Source: an optimization exercise on an open RTL-to-GDS flow (aim: small area, a short achievable clock period and few clock cycles). Production flows keep margins and buffers that such runs may drop.
At most, simulation tests tie the RTL to the original design; equivalence was not proved.

run A:
==> flow/design.v <==
module ALU #(
    parameter DATA_W = 32
)
(
    input                       i_clk,    
    input                       i_rst_n,  
    input                       i_valid,  
    input [DATA_W - 1 : 0]      i_A,      
    input [DATA_W - 1 : 0]      i_B,      
    input [         2 : 0]      i_inst,   
    output [2*DATA_W - 1 : 0]   o_data,   
    output                      o_done    
);
    reg         s_ex, s_mul, s_mulf, s_div, s_divc;
    reg         busy;       
    reg         done;
    reg         y_hc;       
    reg         inv;        
    reg         x_rs;       
    reg  [4:0]  cnt;
    reg  [31:0] hi, lo;     
    reg  [31:0] opb;        
    reg  [31:0] hc;         
    reg         cy;         
    reg         rs;         
    reg         satf, sats; 
    assign o_data = {hi, satf ? {sats, {31{~sats}}} : lo};
    assign o_done = done;
    wire [35:0] p0 = {4'd0, opb & {32{lo[0]}}};
    wire [35:0] p1 = {3'd0, opb & {32{lo[1]}}, 1'b0};
    wire [35:0] p2 = {2'd0, opb & {32{lo[2]}}, 2'b0};
    wire [35:0] p3 = {1'd0, opb & {32{lo[3]}}, 3'b0};
    wire [35:0] p4 = {4'd0, hi};
    wire [35:0] p5 = {4'd0, hc};
    wire [35:0] s1a = p0 ^ p1 ^ p2;
    wire [35:0] c1a = {((p0 & p1) | (p0 & p2) | (p1 & p2)), 1'b0};
    wire [35:0] s1b = p3 ^ p4 ^ p5;
    wire [35:0] c1b = {((p3 & p4) | (p3 & p5) | (p4 & p5)), 1'b0};
    wire [35:0] s2  = s1a ^ c1a ^ s1b;
    wire [35:0] c2  = {((s1a & c1a) | (s1a & s1b) | (c1a & s1b)), 1'b0};
    wire [35:0] s3  = s2 ^ c2 ^ c1b;
    wire [35:0] c3  = {((s2 & c2) | (s2 & c1b) | (c2 & c1b)), 1'b0};
    wire [4:0]  nib = {1'b0, s3[3:0]} + {1'b0, c3[3:0]} + {4'd0, cy};
    wire        op_as  = (i_inst == 3'd0) | (i_inst == 3'd1);
    wire        op_sub = (i_inst == 3'd1) | (i_inst == 3'd4);
    wire        op_lo  = (i_inst == 3'd2) | (i_inst == 3'd3);
    wire        op_mul = (i_inst == 3'd6);
    wire        op_div = (i_inst == 3'd7);
    wire [31:0] xa    = busy ? hi : i_A;
    wire        xs    = busy ? (x_rs & rs) : i_A[31];
    wire [31:0] yb    = busy ? (y_hc ? hc : opb) : i_B;
    wire        ysb   = ~busy & i_B[31];
    wire        yi    = busy ? inv : op_sub;
    wire [31:0] ya    = yb ^ {32{yi}};
    wire        ys    = ysb ^ yi;
    wire        ac    = yi | (y_hc & cy);
    wire [32:0] sum;
    pfx_add #(33) u_add (.a({xs, xa}), .b({ys, ya}), .c(ac), .s(sum));
    integer k;
    reg  [31:0] brev;
    always @(*) for (k = 0; k < 32; k = k + 1) brev[k] = opb[31-k];
    wire [31:0] shin  = busy ? brev : i_A;
    wire [4:0]  shamt = busy ? cnt : i_B[4:0];
    wire        fill  = ~busy & i_A[31];
    wire [63:0] shx   = {{32{fill}}, shin} >> shamt;
    reg  [31:0] bnorm;
    always @(*) for (k = 0; k < 32; k = k + 1) bnorm[k] = shx[31-k];
    wire        bbig  = |i_B[31:5];
    wire [31:0] sra   = bbig ? {32{i_A[31]}} : shx[31:0];
    reg  [4:0]  clzb, clza;
    always @(*) begin
        clzb = 5'd31;
        clza = 5'd31;
        for (k = 0; k < 32; k = k + 1) begin
            if (i_B[k]) clzb = 5'd31 - k[4:0];
            if (i_A[k]) clza = 5'd31 - k[4:0];
        end
    end
    wire        bzero = ~|i_B;
    wire [5:0]  dlz   = {1'b0, clzb} - {1'b0, clza};
    wire        aless = dlz[5];             
    wire        dp0   = (dlz == 6'd0);      
    wire        dnow  = bzero | aless;      
    wire        ovf   = sum[32] ^ sum[31];
    wire        rneg  = sum[32];
    reg  [31:0] lo_iss;
    always @(*) begin
        case (i_inst)
            3'd0, 3'd1: lo_iss = sum[31:0];
            3'd2:       lo_iss = i_A & i_B;
            3'd3:       lo_iss = i_A | i_B;
            3'd4:       lo_iss = {31'd0, rneg};
            3'd5:       lo_iss = sra;
            3'd6:       lo_iss = i_A;
            default:    lo_iss = bzero ? 32'h7fffffff : (aless | dp0) ? 32'd0 : i_A;
        endcase
    end
    wire        last  = (cnt == 5'd0);
    wire        go      = ~busy & i_valid;
    wire        n_ex    = go & op_div & ~dnow & ~dp0;
    wire        n_mul   = (go & op_mul) | (s_mul & ~last);
    wire        n_mulf  = s_mul & last;
    wire        n_div   = (go & op_div & ~dnow & dp0) | s_ex | (s_div & ~last);
    wire        n_divc  = s_div & last & rneg;
    wire        n_done  = (go & ~op_mul & ~(op_div & ~dnow)) |
                          s_mulf | s_divc | (s_div & last & ~rneg);
    always @(posedge i_clk or negedge i_rst_n) begin
        if (!i_rst_n) begin
            s_ex   <= 1'b0;
            s_mul  <= 1'b0;
            s_mulf <= 1'b0;
            s_div  <= 1'b0;
            s_divc <= 1'b0;
            busy   <= 1'b0;
            done   <= 1'b0;
        end else begin
            s_ex   <= n_ex;
            s_mul  <= n_mul;
            s_mulf <= n_mulf;
            s_div  <= n_div;
            s_divc <= n_divc;
            busy   <= n_ex | n_mul | n_mulf | n_div | n_divc;
            done   <= n_done;
        end
    end
    always @(posedge i_clk) begin
        x_rs  <= n_div | n_divc;
        y_hc  <= n_mulf;
        inv   <= (go & op_div) | s_ex | (s_div & ~last & ~rneg);
        cy    <= busy ? nib[4] : 1'b0;
        rs    <= (s_div | s_divc) ? rneg : 1'b0;
        hc    <= busy ? c3[35:4] : 32'd0;
        cnt   <= busy ? (s_ex ? cnt : cnt - 5'd1) : (i_inst[0] ? dlz[4:0] : 5'd7);
        satf  <= ~busy & op_as & ovf;
        sats  <= rneg;
        if (!busy)       hi <= (op_div & (dnow | dp0)) ? i_A : 32'd0;
        else if (s_ex)   hi <= lo;
        else if (s_mul)  hi <= s3[35:4];
        else             hi <= sum[31:0];
        if (!busy)       lo <= lo_iss;
        else if (s_ex)   lo <= 32'd0;
        else if (s_mul)  lo <= {nib[3:0], lo[31:4]};
        else if (s_div)  lo <= {lo[30:0], ~rneg};
        if (!busy)       opb <= i_B;
        else if (s_ex)   opb <= bnorm;
        else if (s_div & ~last) opb <= {1'b0, opb[31:1]};
    end
endmodule
module pfx_add #(parameter N = 36) (
    input  [N-1:0] a,
    input  [N-1:0] b,
    input          c,
    output [N-1:0] s
);
    localparam L = $clog2(N + 1);
    wire [N:0] g [0:L];
    wire [N:0] p [0:L];
    assign g[0] = {a & b, c};
    assign p[0] = {a ^ b, 1'b0};
    genvar i, j;
    generate
        for (i = 0; i < L; i = i + 1) begin : lv
            for (j = 0; j <= N; j = j + 1) begin : bt
                if ((j >> i) & 1) begin : m
                    assign g[i+1][j] = g[i][j] | (p[i][j] & g[i][((j >> i) << i) - 1]);
                    assign p[i+1][j] = p[i][j] & p[i][((j >> i) << i) - 1];
                end else begin : t
                    assign g[i+1][j] = g[i][j];
                    assign p[i+1][j] = p[i][j];
                end
            end
        end
    endgenerate
    assign s = p[0][N:1] ^ g[L][N-1:0];
endmodule
Settings: LEC_CHECK=0, CAP_MARGIN=20, CORE_MARGIN=2, CORE_UTILIZATION=40, SETUP_SLACK_MARGIN=2.5, SLEW_MARGIN=20; clock period 7.0 ns.
run.sh (not shown) runs the stock make flow with config.mk's settings and CLKGATE_MAP_FILE= SYNTH_SCRIPT=/design/flow/synth_recipe.tcl, a recipe that flattens the netlist after the stock synthesis.
Setup changes, run A to run B
--- a/flow/design.v
+++ b/flow/design.v
@@ -55,6 +55,6 @@
     wire        ys    = ysb ^ yi;
     wire        ac    = yi | (y_hc & cy);
-    wire [32:0] sum;
-    pfx_add #(33) u_add (.a({xs, xa}), .b({ys, ya}), .c(ac), .s(sum));
+    wire [35:0] sum;
+    pfx_add #(36) u_add (.a({{4{xs}}, xa}), .b({{4{ys}}, ya}), .c(ac), .s(sum));
     integer k;
     reg  [31:0] brev;
Run B against run A: post-CTS setup-driven buffer insertion count shrank by 11; synthesized cell area shrank by 0.44%; final core area utilization shrank by 0.24 points; clock-buffer cell count shrank by 4; setup slack grew by 0.20 ns.
Looking at clock network contribution to total cell area across run A and run B, the one that comes out higher is run A.
Total number of sequential cells: run A vs run B identical
Re level count of the clock H-tree: no difference whatsoever between run A and run B.
Final area (run B vs. run A) decreases slightly
Looking at routed wire length, run B sits below run A.
No run of this note included a check of the RTL's function; only the layout flow was run.

* * *

P:
Another version of the RTL of ALU (not shown whole).
Size: roughly 2000 cells after synthesis, roughly 140 I/O pins, ~0.018 sq mm of cells after synthesis.
==> module pfx_add, before the edit <==
module pfx_add #(parameter N = 36) (
    input  [N-1:0] a,
    input  [N-1:0] b,
    input          c,
    output [N-1:0] s
);
    localparam L = (N < 16) ? 4 : (N < 32) ? 5 : (N < 64) ? 6 : 7;
    wire [N:0] g [0:L];
    wire [N:0] p [0:L];
    assign g[0] = {a & b, c};
    assign p[0] = {a ^ b, 1'b0};
    genvar i, j;
    generate
        for (i = 0; i < L; i = i + 1) begin : lv
            for (j = 0; j <= N; j = j + 1) begin : bt
                if (j >= (1 << i)) begin : m
                    assign g[i+1][j] = g[i][j] | (p[i][j] & g[i][j - (1 << i)]);
                    assign p[i+1][j] = p[i][j] & p[i][j - (1 << i)];
                end else begin : t
                    assign g[i+1][j] = g[i][j];
                    assign p[i+1][j] = p[i][j];
                end
            end
        end
    endgenerate
    assign s = p[0][N:1] ^ g[L][N-1:0];
endmodule
Settings: LEC_CHECK=0, CAP_MARGIN=20, CORE_MARGIN=2, CORE_UTILIZATION=40, SETUP_SLACK_MARGIN=2.5, SLEW_MARGIN=20; clock period 7.0 ns.
Testbench counts of P, summed over its fixed seeds: cycles 9,974.
The following lists how T was set up differently from P:
--- a/flow/design.v
+++ b/flow/design.v
@@ -164,5 +164,5 @@
     output [N-1:0] s
 );
-    localparam L = (N < 16) ? 4 : (N < 32) ? 5 : (N < 64) ? 6 : 7;
+    localparam L = $clog2(N + 1);
     wire [N:0] g [0:L];
     wire [N:0] p [0:L];
==> comparison <==
Comparing T against P, there is no change at all in average routed wire per standard cell.
| worst clock skew | T vs P | ≈ equal |
Number of buffers added by the clock tree synthesis step: P vs T identical
From P to T the numbers moved as follows: flip-flop and latch count roughly the same, area of the core region did not really move.
Worst-skew pair later-pin latency of P is on par with T.
Quantity of hold-fixing buffers added after cts came out exactly the same in P and T.
Comparing T against P, there is no change at all in routed wire length.
Going from P to T, fraction of final layout cells with drive strength greater than 1 ~0 delta; area added between synthesis and finish ~0 delta.
No functional check of the RTL was part of T.

* * *

ALU with an RTL version that a note above also has.
Size: ~2000 cells after synthesis, about 150 flip-flops, roughly 18000 um^2 of cells after synthesis.
==> flow/config.mk <==
export PLATFORM = sky130hd
export DESIGN_NAME = ALU
export DESIGN_NICKNAME = ALU
export VERILOG_FILES = /design/flow/design.v
export SDC_FILE = /design/flow/constraint.sdc
export NUM_CORES = 4
export LEC_CHECK = 0
export CAP_MARGIN = 20
export CORE_MARGIN = 2
export CORE_UTILIZATION = 40
export SETUP_SLACK_MARGIN = 2.5
export SLEW_MARGIN = 20
==> flow/constraint.sdc <==
create_clock -name core_clock -period 7.0 [get_ports {i_clk}]
set_input_delay 1.4000 -clock core_clock [delete_from_list [all_inputs] [get_ports {i_clk}]]
set_output_delay 1.4000 -clock core_clock [all_outputs]
set_load 0.01 [all_outputs]
standard.sh (not shown) runs the stock make flow with config.mk's settings and CLKGATE_MAP_FILE= SYNTH_SCRIPT=/design/flow/synth_recipe.tcl, a recipe that flattens the netlist after the stock synthesis.
==> flow/flow/run.sh <==
#!/bin/bash
# The standard layout (the standard.sh: ORFS synthesis to final layout),
# with one ORFS setting changed: the port buffers are buf_2 cells instead of
# the resizer's default pick (a delay cell); every input and output port
# still gets a buffer.
set -euo pipefail
export BUFFER_PORTS_ARGS="-buffer_cell sky130_fd_sc_hd__buf_2"
bash standard.sh > standard.log 2>&1
The first run finished with timing, DRC and antenna clean.
Rerun with:
--- a/flow/design.v
+++ b/flow/design.v
@@ -13,22 +13,23 @@
 );
     reg         s_ex, s_mul, s_mulf, s_div, s_divc;
     reg         done;
     reg         x_hi;       
     reg         x_rs;       
     reg         x_lo;       
     reg         y_hc;       
     reg         y_sx;       
     reg         inv;        
     reg         e_sum, e_slt, e_sra, e_div;  
     reg         e_sub;      
+    reg         hz;         
     reg  [4:0]  cnt;
     reg  [31:0] hi, lo;     
     reg  [31:0] opb;        
     reg  [31:0] hc;         
     reg         cy;         
     reg         rs;         
     reg         satf, sats; 
     reg         sltf;       
     wire        idle = ~(s_ex | s_mul | s_mulf | s_div | s_divc);
     assign o_data = {hi, satf ? {sats, {31{~sats}}} : {lo[31:1], lo[0] | sltf}};
     assign o_done = done;
@@ -94,84 +95,81 @@
         endcase
     end
     wire        last  = (cnt == 5'd0);
     wire        rneg  = sum[32];
     wire        ovf   = sum[32] ^ sum[31];
     wire        go      = idle & i_valid;
     wire        n_ex    = go & ~op_lo & ~op_mul & ~(op_div & (dnow | dp0));
     wire        n_mul   = (go & op_mul) | (s_mul & ~last);
     wire        n_mulf  = s_mul & last;
     wire        n_div   = (go & op_div & ~dnow & dp0) | (s_ex & e_div) | (s_div & ~last);
     wire        n_divc  = s_div & last & rneg;
+    wire        n_exdiv = go & op_div & ~dnow & ~dp0;    
     wire        n_done  = (go & (op_lo | (op_div & dnow))) | (s_ex & ~e_div) |
                           s_mulf | s_divc | (s_div & last & ~rneg);
     always @(posedge i_clk or negedge i_rst_n) begin
         if (!i_rst_n) begin
             s_ex   <= 1'b0;
             s_mul  <= 1'b0;
             s_mulf <= 1'b0;
             s_div  <= 1'b0;
             s_divc <= 1'b0;
             done   <= 1'b0;
         end else begin
             s_ex   <= n_ex;
             s_mul  <= n_mul;
             s_mulf <= n_mulf;
             s_div  <= n_div;
             s_divc <= n_divc;
             done   <= n_done;
         end
     end
     always @(posedge i_clk) begin
-        x_hi  <= n_mulf | n_div | n_divc;
+        x_hi  <= n_mulf | n_div | n_divc | n_exdiv;
         x_rs  <= n_div | n_divc;
-        x_lo  <= ~(n_mulf | n_div | n_divc);
-        y_hc  <= n_mulf;
-        y_sx  <= ~(n_mulf | n_div | n_divc);
-        inv   <= (go & op_div) | (s_ex & e_div) | (s_div & ~last & ~rneg);
+        x_lo  <= ~(n_mulf | n_div | n_divc | n_exdiv);
+        y_hc  <= n_mulf | n_exdiv;
+        y_sx  <= ~(n_mulf | n_div | n_divc | n_exdiv);
+        inv   <= (go & op_div & dp0) | (s_ex & e_div) | (s_div & ~last & ~rneg);
+        hz    <= n_ex & ~op_div;
         cy    <= idle ? 1'b0 : nib[4];
         rs    <= (idle | s_ex) ? 1'b0 : rneg;
-        if (idle) begin
-            e_sum <= op_as;
-            e_slt <= (i_inst == 3'd4);
-            e_sra <= (i_inst == 3'd5);
-            e_div <= op_div;
-            e_sub <= op_sub;
-        end else begin
-            e_sub <= 1'b0;
-        end
+        e_sum <= op_as;
+        e_slt <= (i_inst == 3'd4);
+        e_sra <= (i_inst == 3'd5);
+        e_div <= op_div;
+        e_sub <= idle & op_sub;
         hc   <= idle ? 32'd0 : c3[35:4];
         cnt  <= idle ? (i_inst[0] ? dlz[4:0] : 5'd7) : s_ex ? cnt : cnt - 5'd1;
         satf <= s_ex & e_sum & ovf;
         sats <= rneg;
         sltf <= s_ex & e_slt & rneg;
         if (idle)        hi <= op_div ? i_A : 32'd0;
-        else if (s_ex)   hi <= e_div ? hi : 32'd0;
         else if (s_mul)  hi <= s3[35:4];
-        else             hi <= sum[31:0];
+        else             hi <= sum[31:0] & {32{~hz}};   
         if (idle)        lo <= lo_iss;
         else if (s_ex)   lo <= ({32{e_sum}} & sum[31:0]) | ({32{e_sra}} & sra);
         else if (s_mul)  lo <= {nib[3:0], lo[31:4]};
         else if (s_div)  lo <= {lo[30:0], ~rneg};
         if (idle)        opb <= i_B ^ {32{op_sub}};
         else if (s_ex)   opb <= bnorm;
         else if (s_div & ~last) opb <= {1'b0, opb[31:1]};
     end
 endmodule
 module pfx_add #(parameter N = 36) (
     input  [N-1:0] a,
     input  [N-1:0] b,
     input          c,
     output [N-1:0] s
 );
-    localparam L = $clog2(N + 1);
+    localparam L = (N < 16) ? 4 : (N < 32) ? 5 : (N < 64) ? 6 : 7;
     wire [N:0] g [0:L];
     wire [N:0] p [0:L];
     assign g[0] = {a & b, c};
     assign p[0] = {a ^ b, 1'b0};
     genvar i, j;
     generate
         for (i = 0; i < L; i = i + 1) begin : lv
             for (j = 0; j <= N; j = j + 1) begin : bt
                 if (j >= (1 << i)) begin : m
                     assign g[i+1][j] = g[i][j] | (p[i][j] & g[i][j - (1 << i)]);
                     assign p[i+1][j] = p[i][j] & p[i][j - (1 << i)];
Sequential cell count grows by 1.
Count of clock-buffer cells in the layout grows by 2.
Clock skew stays flat.
Wire length shrinks by a few percent.
First-iteration DRC count shrinks by a few percent.
Utilization grows by 0.18 points.
No run of this note included a check of the RTL's function; only the layout flow was run.

==> what the ideal ports hide <==
In the flow no input, the clock included, has a driving cell. The finished layouts below were timed again as built, in two steps.
Step 1 (the two cells are an assumption about what drives the block):
set clk [get_ports {i_clk}]
set_driving_cell -lib_cell sky130_fd_sc_hd__clkbuf_16 $clk
set_driving_cell -lib_cell sky130_fd_sc_hd__buf_2 [delete_from_list [all_inputs] $clk]
Step 2 moves the port delays by t, midway between the first and last clock arrival at a register: inputs arrive t later, outputs are due t later. That takes back most of the time a late clock gives input paths.
Slacks: ideal / step 1 / step 2; pairs: ideal / step 1.
run	shift t [ns]	setup WS [ns]	worst register clock-pin slew, ns
run A	0.536	1.506 / 1.533 / 0.997	0.07 / 0.07
run B	0.544	1.709 / 1.738 / 1.194	0.08 / 0.08
P	0.540	2.604 / 2.620 / 2.093	0.08 / 0.08
T	0.540	2.604 / 2.620 / 2.093	0.08 / 0.08
the first run of note 3	0.540	2.615 / 2.656 / 2.116	0.07 / 0.07
the second run of note 3	0.506	2.560 / 2.560 / 2.083	0.07 / 0.07
After both steps setup and hold are still met in every run listed. For run B, which loses most, drivers alone change the setup slack by +0.029 ns; drivers and shift together by -0.515 ns.
